From an optimization exercise on the open Yosys and OpenROAD flow, aimed at small area; shortcuts taken in it are not production practice. In this exercise RTL edits were held to simulation tests only and were not proved equivalent to the original. The flow treats the clock pin as an ideal source. Dropping or thinning the clock tree relies on that and would not hold on a real chip. Power figures rest on the tool's default switching activity, not on a simulated workload.

==> job 8252: inputs <==
## top
module top(clk,
				rst,
				ir_zatvaranje,
				ir_pumpa,
				motor_zatvaranje1,
				motor_zatvaranje2,
				motor_traka1,
				motor_traka2,
				pumpa_switch,
				dioda_punjenje
				);
clock: 10.0 ns
lec_check: 0
cap_margin: 20
core_margin: 2
core_utilization: 65
slew_margin: 20
standard.sh (not shown) runs the stock make flow with config.mk's settings and CLKGATE_MAP_FILE= SYNTH_SCRIPT=/design/flow/synth_recipe.tcl, a recipe that flattens the netlist after the stock synthesis.
==> flow/flow/run.sh <==
#!/bin/bash
# Standard layout, except: single-strength port buffers and a hand-built
# one-level clock tree (flow/cts_manual.tcl) in place of TritonCTS.
set -e
here=$(pwd)
args=(BUFFER_PORTS_ARGS="-buffer_cell sky130_fd_sc_hd__buf_1")
bash standard.sh "${args[@]}" place > place.log 2>&1
MY_CLKBUF=sky130_fd_sc_hd__clkbuf_8 MY_CLKBUF_N=4 \
  bash standard.sh "${args[@]}" run RUN_SCRIPT=$here/flow/cts_manual.tcl RUN_LOG_NAME_STEM=4_1_cts > cts.log 2>&1
bash standard.sh "${args[@]}" finish > finish.log 2>&1
==> flow/flow/cts_manual.tcl <==
# Clock tree step in place of ORFS's cts.tcl: the design is small, so the
# clock port drives a few clock buffers directly and each buffer drives a
# group of registers (split by x position).  The rest follows cts.tcl.
utl::set_metrics_stage "cts__{}"
source $::env(SCRIPTS_DIR)/load.tcl
erase_non_stage_variables cts
load_design 3_place.odb 3_place.sdc

set buf_cell $::env(MY_CLKBUF)
set nbuf $::env(MY_CLKBUF_N)

set db [ord::get_db]
set block [ord::get_db_block]
set clk_net [$block findNet clk]
set master [$db findMaster $buf_cell]

set sinks {}
foreach it [$clk_net getITerms] {
  set inst [$it getInst]
  set bb [$inst getBBox]
  set x [expr {([$bb xMin] + [$bb xMax]) / 2}]
  set y [expr {([$bb yMin] + [$bb yMax]) / 2}]
  lappend sinks [list $x $y $it]
}
# split the sinks into nbuf groups: halves by x, then each half by y
proc split_sinks {sinks parts axis} {
  if {$parts <= 1} { return [list $sinks] }
  set sinks [lsort -integer -index $axis $sinks]
  set n [llength $sinks]
  set h [expr {$n / 2}]
  set p [expr {$parts / 2}]
  set next [expr {1 - $axis}]
  return [concat [split_sinks [lrange $sinks 0 [expr {$h - 1}]] $p $next] \
                 [split_sinks [lrange $sinks $h end] [expr {$parts - $p}] $next]]
}
set groups [split_sinks $sinks $nbuf 0]
puts "manual cts: [llength $sinks] sinks, $nbuf x $buf_cell"

set b 0
foreach group $groups {
  set net [odb::dbNet_create $block clknet_${b}_clk]
  $net setSigType CLOCK
  set inst [odb::dbInst_create $block $master clkbuf_${b}_clk]
  set sx 0
  set sy 0
  foreach s $group {
    set it [lindex $s 2]
    $it disconnect
    $it connect $net
    set sx [expr {$sx + [lindex $s 0]}]
    set sy [expr {$sy + [lindex $s 1]}]
  }
  set cnt [llength $group]
  [$inst findITerm A] connect $clk_net
  [$inst findITerm X] connect $net
  $inst setLocation [expr {$sx / $cnt}] [expr {$sy / $cnt}]
  $inst setPlacementStatus PLACED
  puts "manual cts: buffer $b drives $cnt sinks"
  incr b
}

set_propagated_clock [all_clocks]
estimate_parasitics -placement

set_placement_padding -global \
  -left $::env(CELL_PAD_IN_SITES_DETAIL_PLACEMENT) \
  -right $::env(CELL_PAD_IN_SITES_DETAIL_PLACEMENT)
detailed_placement
estimate_parasitics -placement
repair_timing_helper
detailed_placement
check_placement -verbose

report_metrics 4 "cts final"
orfs_write_db $::env(RESULTS_DIR)/4_1_cts.odb
orfs_write_sdc $::env(RESULTS_DIR)/4_cts.sdc
==> inputs of job 9828, as changes to job 8252 <==
==> flow/run.sh (new file) <==
#!/bin/bash
# synth_recipe.tcl (not shown) runs the flow's synth.tcl, then flattens the netlist and writes it again
# the make line also repeats each setting of config.mk as NAME=value (left out here)
make -C /OpenROAD-flow-scripts/flow DESIGN_CONFIG=/design/flow/config.mk WORK_HOME=/design/flow/orfs CLKGATE_MAP_FILE= SYNTH_SCRIPT=/design/flow/synth_recipe.tcl finish
CORE_UTILIZATION = 40   (was 65)
removed: flow/flow/run.sh
removed: flow/flow/cts_manual.tcl
removed: flow/standard.sh
==> inputs of job 1824, as changes to job 8252 <==
==> flow/flow/run.sh (replaced) <==
#!/bin/bash
# Standard layout with single-drive-strength port buffers and a small clock tree.
set -e
bash standard.sh BUFFER_PORTS_ARGS="-buffer_cell sky130_fd_sc_hd__buf_1" \
  CTS_ARGS="-sink_clustering_enable -repair_clock_nets -dont_use_dummy_load -buf_list sky130_fd_sc_hd__clkbuf_4 -root_buf sky130_fd_sc_hd__clkbuf_4 -sink_clustering_size 35" \
  finish > standard.log 2>&1
CORE_UTILIZATION = 40   (was 65)
removed: flow/flow/cts_manual.tcl
==> impl_metrics.py <==
metrics = {
    "outcome": {
        "outcome": "finished clean",
    },
    "pwr": {
        "combinationalPower_uw": 73.2,
        "overall_power_uw": 517,
    },
    "timing": {
        "maxSlewHeadroom_pct": 38.6,
        "clock-skew-final_ns": 0.0368,
        "worst_slack_ns": 3.60,
    },
    "setup_path": {
        "cp_cell_sequence": "buf_1, inv_2, or4_4, o21a_1, ha_1, or3_1, ha_1, ha_1, ha_1, ha_1, ha_1, ha_1, ha_1, ha_1, ha_1, ha_1, ha_1, ha_1, ha_1, ha_1, ha_1, xor2_1, and2_1",
        "signal_arrival_time_at_the_worst_endpoint_ns": 6.70,
    },
    "floorplan": {
        "floorplan.die.height_um": 95.5,
    },
    "cells_and_area": {
        "layoutNonFillerInstCount": 435,
    },
    "clocking": {
        "cts.reportedPaths.clkPinSlew_ns": 0.09,
    },
    "routing": {
        "drt-initial-drc-count": 60,
    },
    "hold_path": {
        "hold_end": "step_motor_zatvaranje.f",
    },
    "place": {
        "placement.cell_area_um2": 3460,
    },
    "global_route": {
        "global_route.usage.met1_pct": 17.3,
    },
}
The numbers above come from job 1824.

==> impl_metrics.py <==
metrics = {
    "timing": {
        "clock-skew-final_ns": 0.0104,
        "worst_slack_ns": 3.32,
        "maxSlewHeadroom_pct": 38.1,
    },
    "pwr": {
        "overall_power_uw": 494,
        "combinationalPower_uw": 72.4,
    },
    "setup_path": {
        "signal_arrival_time_at_the_worst_endpoint_ns": 6.74,
        "cp_cell_sequence": "buf_1, inv_2, or4_4, o21a_1, ha_1, or3_1, ha_1, ha_1, ha_1, ha_1, ha_1, ha_1, ha_1, ha_1, ha_1, ha_1, ha_1, ha_1, ha_1, ha_1, ha_1, xor2_1, and2_1",
    },
    "cells_and_area": {
        "layoutNonFillerInstCount": 395,
    },
    "floorplan": {
        "floorplan.die.height_um": 75.8,
    },
    "outcome": {
        "outcome": "finished clean",
    },
    "clocking": {
        "cts.reportedPaths.clkPinSlew_ns": 0.11,
    },
    "routing": {
        "drt-initial-drc-count": 71,
    },
    "global_route": {
        "global_route.usage.met1_pct": 25.3,
    },
    "place": {
        "placement.cell_area_um2": 3420,
    },
    "hold_path": {
        "hold_end": "step_motor_traka.g[0]",
    },
}
The numbers above come from job 8252.

==> impl_metrics.py <==
metrics = {
    "setup_path": {
        "cp_cell_sequence": "clkdlybuf4s50_1, inv_2, or4_4, o21a_1, ha_1, or3_1, ha_1, ha_1, ha_1, ha_1, ha_1, ha_1, ha_1, ha_1, ha_1, ha_1, ha_1, ha_1, ha_1, ha_1, ha_1, xor2_1, and2_1",
        "signal_arrival_time_at_the_worst_endpoint_ns": 7.10,
    },
    "cells_and_area": {
        "layoutNonFillerInstCount": 442,
    },
    "pwr": {
        "overall_power_uw": 679,
    },
    "outcome": {
        "outcome": "finished clean",
    },
    "floorplan": {
        "floorplan.die.height_um": 95.5,
    },
    "hold_path": {
        "hold_end": "step_motor_traka.g[0]",
    },
    "place": {
        "placement.cell_area_um2": 3590,
    },
    "timing": {
        "maxSlewHeadroom_pct": 32.8,
        "clock-skew-final_ns": 0.0126,
        "worst_slack_ns": 3.13,
    },
    "global_route": {
        "global_route.usage.met1_pct": 17.8,
    },
}
The numbers above come from job 9828.

In job 8252 the design's own scripts or RTL, not TritonCTS, make the clock network.

-- static timing again, ports no longer ideal --
No port has a modelled driver above. Below, the same layouts with a new extraction and two added sets of constraints.
Step 1 sets driving cells, clkbuf_16 on the clock port and buf_2 on the other inputs (assumed; they add their load-dependent delay and slew).
Step 2 moves the port delays by t, midway between the first and last clock arrival at a register: inputs arrive t later, outputs are due t later. That takes back most of the time a late clock gives input paths.
a / b / c = no drivers / after step 1 / after step 2; a / b = the first two.
run	t, ns	slack for setup (ns)	worst hold slack (ns)	worst data-port slew with drivers (ns)
job 8252	0.215	3.322 / 3.356 / 3.141	0.546 / 0.546 / 0.546	0.03
job 9828	0.358	3.130 / 3.133 / 2.775	0.511 / 0.511 / 0.511	0.03
job 1824	0.419	3.599 / 3.599 / 3.179	0.507 / 0.507 / 0.507	0.03
After both steps setup and hold are still met in every run listed. The setup slack of job 1824, which loses most, moves by 0.000 ns with the drivers and by -0.420 ns with both steps.
